What follows belongs to an exercise in optimizing a design on an open flow for small area, a short achievable clock period and few clock cycles; a production flow would make more cautious choices.
RTL that was checked went through simulation tests only; none was proved equivalent to the original.
Power is estimated from default activity; no workload was simulated.

// LBP
module LBP(
	clk,
	reset,
	gray_addr,
	gray_req,
	gray_ready,
	gray_data,
	lbp_addr,
	lbp_valid,
	lbp_data,
	finish
);
==> module LBP, before the edit <==
module LBP(
	clk,
	reset,
	gray_addr,
	gray_req,
	gray_ready,
	gray_data,
	lbp_addr,
	lbp_valid,
	lbp_data,
	finish
);
input clk;
input reset;
input gray_ready;
input [7:0] gray_data;
output [13:0] gray_addr;
output reg gray_req;
output reg [13:0] lbp_addr;
output reg lbp_valid;
output reg [7:0] lbp_data;
output reg finish;
localparam S  = 8;         
localparam H  = S - 2;     
localparam IW = 3;         
reg [6:0] row;
reg [6:0] col;
reg [IW-1:0] ri;           
assign gray_addr = {row, col};
wire col_end = (ri == S-1);
wire last    = (col == 7'd127) & (row == 7'd127);    
reg run;
always @(posedge clk) begin
	if (~run) begin
		row <= 7'd0;
		col <= 7'd0;
		ri  <= {IW{1'b0}};
	end
	else begin
		ri <= ri + 1'b1;                                    
		if (col_end) begin
			col <= col + 7'd1;
			if (col == 7'd127) row <= row - 7'd1;           
			else               row <= row - (S - 1);       
		end
		else row <= row + 7'd1;
	end
end
reg [7:0] p [1:S+1];
integer k;
always @(posedge clk) begin
	p[1] <= gray_data;
	for (k = 2; k <= S + 1; k = k + 1) p[k] <= p[k-1];
end
function ge8;
	input [7:0] a;
	input [7:0] b;
	integer j;
	reg r;
	begin
		r = 1'b1;
		for (j = 0; j < 8; j = j + 1)
			r = (a[j] & ~b[j]) | (a[j] & r) | (~b[j] & r);
		ge8 = r;
	end
endfunction
function [1:0] cmp8;
	input [7:0] a;
	input [7:0] b;
	integer j, w;
	reg [7:0] g, l;
	begin
		g = a & ~b;                
		l = ~a & b;                
		for (w = 1; w < 8; w = w * 2)
			for (j = 7; j >= 0; j = j - 2 * w) begin
				g[j] = g[j] | (~l[j] & g[j-w]);
				l[j] = l[j] | (~g[j] & l[j-w]);
			end
		cmp8 = {~l[7], ~g[7]};
	end
endfunction
wire [7:0] x = gray_data;
wire [7:0] c = p[S+1];
wire c_dr, x_ul;
assign {c_dr, x_ul} = cmp8(x, c);   
wire c_r   = ge8(p[1], c);     
wire c_ur  = ge8(p[2], c);     
wire c_d   = ge8(p[S], c);     
wire r_l   = ge8(c, p[1]);     
wire ur_dl = ge8(c, p[2]);     
wire d_u   = ge8(c, p[S]);     
reg       q1;
reg [1:0] q2;
reg [2:0] qm [3:S];
reg [3:0] qs1;
always @(posedge clk) begin
	q1    <= x_ul;
	q2    <= {r_l, q1};
	qm[3] <= {ur_dl, q2};
	for (k = 4; k <= S; k = k + 1) qm[k] <= qm[k-1];
	qs1   <= {d_u, qm[S]};
end
wire [7:0] code = {c_dr, c_d, qs1[2], c_r, qs1[1], c_ur, qs1[3], qs1[0]};
always @(posedge clk) begin
	lbp_data <= code;
	lbp_addr <= {row - 7'd1, col - 7'd1};
end
always @(posedge clk or posedge reset) begin
	if (reset) begin
		lbp_valid <= 1'b0;
		finish    <= 1'b0;
		gray_req  <= 1'b0;
		run       <= 1'b0;
	end
	else begin
		gray_req  <= gray_ready;
		run       <= gray_ready & ~finish;
		lbp_valid <= run & ~finish & (ri >= 2) & (col >= 7'd2);
		if (run & last) finish <= 1'b1;
	end
end
endmodule
export LEC_CHECK = 0
export CAP_MARGIN = 20
export CORE_MARGIN = 2
export CORE_UTILIZATION = 65
export CTS_BUF_LIST = sky130_fd_sc_hd__clkbuf_8
export SETUP_SLACK_MARGIN = 3
export SLEW_MARGIN = 20
create_clock -name core_clock -period 5.0 [get_ports {clk}]
standard.sh (not shown) runs the stock make flow with config.mk's settings and CLKGATE_MAP_FILE= SYNTH_SCRIPT=/design/flow/synth_recipe.tcl, a recipe that flattens the netlist after the stock synthesis.
==> flow/flow/run.sh <==
#!/bin/bash
# Standard ORFS flow, with port buffers and timing repair free to use any
# buffer/gate size instead of only same-footprint swaps, and a clock tree
# built without dummy balancing loads.
set -euo pipefail
export CTS_ARGS="-sink_clustering_enable -repair_clock_nets -buf_list sky130_fd_sc_hd__clkbuf_8 -root_buf sky130_fd_sc_hd__clkbuf_16 -dont_use_dummy_load"
bash standard.sh MATCH_CELL_FOOTPRINT=0 "BUFFER_PORTS_ARGS=-buffer_cell sky130_fd_sc_hd__buf_1" finish > standard_flow.log 2>&1
Testbench counts at the start, summed over its fixed seeds: cycles 64,518.
Change:
--- a/flow/design.v
+++ b/flow/design.v
@@ -29,11 +29,10 @@
 reg [IW-1:0] ri;           
 assign gray_addr = {row, col};
 wire col_end = (ri == S-1);
 wire last    = (col == 7'd127) & (row == 7'd127);    
-reg run;
 always @(posedge clk) begin
-	if (~run) begin
+	if (~gray_req) begin
 		row <= 7'd0;
 		col <= 7'd0;
 		ri  <= {IW{1'b0}};
 	end
@@ -111,14 +110,12 @@
 	if (reset) begin
 		lbp_valid <= 1'b0;
 		finish    <= 1'b0;
 		gray_req  <= 1'b0;
-		run       <= 1'b0;
 	end
 	else begin
 		gray_req  <= gray_ready;
-		run       <= gray_ready & ~finish;
-		lbp_valid <= run & ~finish & (ri >= 2) & (col >= 7'd2);
-		if (run & last) finish <= 1'b1;
+		lbp_valid <= gray_req & ~finish & (ri >= 2) & (col >= 7'd2);
+		if (gray_req & last) finish <= 1'b1;
 	end
 end
 endmodule
What happened: Clock-buffer cell count stays the same; fmax barely changes; worst setup slack got worse by 0.0040 ns; first-iteration DRC count grows by well over a third; die area went up by a few percent; routed wire length went up by roughly a tenth; sequential share of layout area came out lower by 1.5 points; combinational power barely changes; final area went up slightly; register-to-register slack improves by 0.09 ns; clock power is higher by a few percent; synthesized area goes up by a few percent; total power climbs slightly; utilization went down by 2.1 points.
For the second run of this note, only the layout was checked, not whether the RTL still works.

---

Setup of old:
LBP, a different RTL version from the one above (not shown whole).
Size in the first run: ~380 cells after synthesis, about 140 flip-flops.
==> module LBP, before the edit <==
module LBP(
	clk,
	reset,
	gray_addr,
	gray_req,
	gray_ready,
	gray_data,
	lbp_addr,
	lbp_valid,
	lbp_data,
	finish
);
input clk;
input reset;
input gray_ready;
input [7:0] gray_data;
output [13:0] gray_addr;
output reg gray_req;
output reg [13:0] lbp_addr;
output reg lbp_valid;
output reg [7:0] lbp_data;
output reg finish;
localparam S  = 8;         
localparam H  = S - 2;     
localparam IW = 3;         
reg [6:0] row;
reg [6:0] col;
reg [IW-1:0] ri;           
assign gray_addr = {row, col};
wire col_end = (ri == S-1);
wire last    = (col == 7'd127) & (row == 7'd127);    
always @(posedge clk) begin
	if (~gray_ready) begin
		row <= 7'd0;
		col <= 7'd0;
		ri  <= {IW{1'b0}};
	end
	else begin
		ri <= ri + 1'b1;                                    
		if (col_end) begin
			col <= col + 7'd1;
			if (col == 7'd127) row <= row - 7'd1;           
			else               row <= row - (S - 1);       
		end
		else row <= row + 7'd1;
	end
end
reg [7:0] p [1:S+1];
integer k;
always @(posedge clk) begin
	p[1] <= gray_data;
	for (k = 2; k <= S + 1; k = k + 1) p[k] <= p[k-1];
end
function ge8;
	input [7:0] a;
	input [7:0] b;
	integer j;
	reg r;
	begin
		r = 1'b1;
		for (j = 0; j < 8; j = j + 1)
			r = (a[j] & ~b[j]) | (a[j] & r) | (~b[j] & r);
		ge8 = r;
	end
endfunction
wire [7:0] x = gray_data;
wire [7:0] c = p[S+1];
wire c_dr  = ge8(x,    c);     
wire c_r   = ge8(p[1], c);     
wire c_ur  = ge8(p[2], c);     
wire c_d   = ge8(p[S], c);     
wire x_ul  = ge8(c, x);        
wire r_l   = ge8(c, p[1]);     
wire ur_dl = ge8(c, p[2]);     
wire d_u   = ge8(c, p[S]);     
reg       q1;
reg [1:0] q2;
reg [2:0] qm [3:S];
reg [3:0] qs1;
always @(posedge clk) begin
	q1    <= x_ul;
	q2    <= {r_l, q1};
	qm[3] <= {ur_dl, q2};
	for (k = 4; k <= S; k = k + 1) qm[k] <= qm[k-1];
	qs1   <= {d_u, qm[S]};
end
wire [7:0] code = {c_dr, c_d, qs1[2], c_r, qs1[1], c_ur, qs1[3], qs1[0]};
always @(posedge clk) begin
	lbp_data <= code;
	lbp_addr <= {row - 7'd1, col - 7'd1};
end
always @(posedge clk or posedge reset) begin
	if (reset) begin
		lbp_valid <= 1'b0;
		finish    <= 1'b0;
		gray_req  <= 1'b1;
	end
	else begin
		lbp_valid <= gray_ready & ~finish & (ri >= 2) & (col >= 7'd2);
		if (gray_ready & last) begin
			finish   <= 1'b1;
			gray_req <= 1'b0;
		end
	end
end
endmodule
export LEC_CHECK = 0
export CAP_MARGIN = 20
export CORE_MARGIN = 2
export CORE_UTILIZATION = 65
export CTS_BUF_LIST = sky130_fd_sc_hd__clkbuf_8
export SETUP_SLACK_MARGIN = 3
export SLEW_MARGIN = 20
create_clock -name core_clock -period 5.0 [get_ports {clk}]
==> flow/flow/run.sh <==
#!/bin/bash
# Standard ORFS flow, with port buffers and timing repair free to use any
# buffer/gate size instead of only same-footprint swaps.
set -euo pipefail
bash standard.sh MATCH_CELL_FOOTPRINT=0 "BUFFER_PORTS_ARGS=-buffer_cell sky130_fd_sc_hd__buf_2" finish > standard_flow.log 2>&1
old ran to completion and came out clean on the timing, DRC and antenna checks.
diff inputs: old => new
==> flow/design.v, changed modules only <==
module LBP(
	clk,
	reset,
	gray_addr,
	gray_req,
	gray_ready,
	gray_data,
	lbp_addr,
	lbp_valid,
	lbp_data,
	finish
);
input clk;
input reset;
input gray_ready;
input [7:0] gray_data;
output [13:0] gray_addr;
output reg gray_req;
output reg [13:0] lbp_addr;
output reg lbp_valid;
output reg [7:0] lbp_data;
output reg finish;
localparam S  = 8;         
localparam H  = S - 2;     
localparam IW = 3;         
reg [6:0] row;
reg [6:0] col;
reg [IW-1:0] ri;           
assign gray_addr = {row, col};
wire run      = gray_ready & ~finish;
wire col_end  = (ri == S-1);
wire last     = col_end & (col == 7'd127) & (row == 7'd127);
always @(posedge clk or posedge reset) begin
	if (reset) begin
		row <= 7'd0;
		col <= 7'd0;
		ri  <= {IW{1'b0}};
	end
	else if (run) begin
		if (col_end) begin
			ri  <= {IW{1'b0}};
			col <= col + 7'd1;
			if (col == 7'd127) row <= row - 7'd1;           
			else               row <= row - (S - 1);       
		end
		else begin
			ri  <= ri + 1'b1;
			row <= row + 7'd1;
		end
	end
end
reg [7:0] p [1:S+1];
integer k;
always @(posedge clk) begin
	p[1] <= gray_data;
	for (k = 2; k <= S + 1; k = k + 1) p[k] <= p[k-1];
end
function ge8;
	input [7:0] a;
	input [7:0] b;
	integer j;
	reg r;
	begin
		r = 1'b1;
		for (j = 0; j < 8; j = j + 1)
			r = (a[j] & ~b[j]) | (a[j] & r) | (~b[j] & r);
		ge8 = r;
	end
endfunction
wire [7:0] x = gray_data;
wire [7:0] c = p[S+1];
wire c_dr  = ge8(x,    c);     
wire c_r   = ge8(p[1], c);     
wire c_ur  = ge8(p[2], c);     
wire c_d   = ge8(p[S], c);     
wire x_ul  = ge8(c, x);        
wire r_l   = ge8(c, p[1]);     
wire ur_dl = ge8(c, p[2]);     
wire d_u   = ge8(c, p[S]);     
reg       q1;
reg [1:0] q2;
reg [2:0] qm [3:S];
reg [3:0] qs1;
always @(posedge clk) begin
	q1    <= x_ul;
	q2    <= {r_l, q1};
	qm[3] <= {ur_dl, q2};
	for (k = 4; k <= S; k = k + 1) qm[k] <= qm[k-1];
	qs1   <= {d_u, qm[S]};
end
wire [7:0] code = {c_dr, c_d, qs1[2], c_r, qs1[1], c_ur, qs1[3], qs1[0]};
always @(posedge clk) begin
	lbp_data <= code;
	lbp_addr <= {row - 7'd1, col - 7'd1};
end
always @(posedge clk or posedge reset) begin
	if (reset) begin
		lbp_valid <= 1'b0;
		finish    <= 1'b0;
		gray_req  <= 1'b1;
	end
	else begin
		lbp_valid <= run & (ri >= 2) & (col >= 7'd2);
		if (run & last) begin
			finish   <= 1'b1;
			gray_req <= 1'b0;
		end
	end
end
endmodule
### Flow results
- Summary of new over old: power went up 36%; worst hold slack held; final clock period utilization by the worst path went down 0.40 points; count of vias placed by the detailed router went up about 4.6%; clock power went up about 7%.
- Post-layout utilization of the core ends up lower on new.
- [compare] base=old new=new: leakage power total shows an increase of about 8%; design area shows an increase of 190 sq um.
- new vs old: area of all sequential standard cells up by a few percent
- Of new and old, new shows the higher instance count of the mapped netlist, with old below it.
- NOTE: initial core utilization in new falls short of that of old
Testbench counts of new, summed over its fixed seeds: cycles 64,515.
No functional check of the RTL was part of old.

-- afterwards: timing with drivers on the ports --
In the flow no input, the clock included, has a driving cell. The finished layouts below were timed again as built, in two steps. Step 1 assumes that a clkbuf_16 drives the clock port and a buf_2 every other input. Step 2 adds t to the input delays and takes it off the output delays; t is the mean of the earliest and latest rising clock arrival at the registers after step 1. Input paths then give back, and output paths get back, about the clock's delay inside the block. a / b / c = no drivers / after step 1 / after step 2; a / b = the first two.
run	t, ns	setup slack, ns	worst setup path after step 2
the first run of note 1	0.378	3.031 / 3.019 / 2.709	input to register
the second run of note 1	0.383	3.027 / 2.994 / 2.767	input to register
old	0.447	2.935 / 2.907 / 2.698	input to register
new	0.449	2.955 / 2.925 / 2.769	input to register
After both steps setup and hold are still met in every run listed. For the first run of note 1, which loses most, drivers alone change the setup slack by -0.012 ns; drivers and shift together by -0.322 ns.
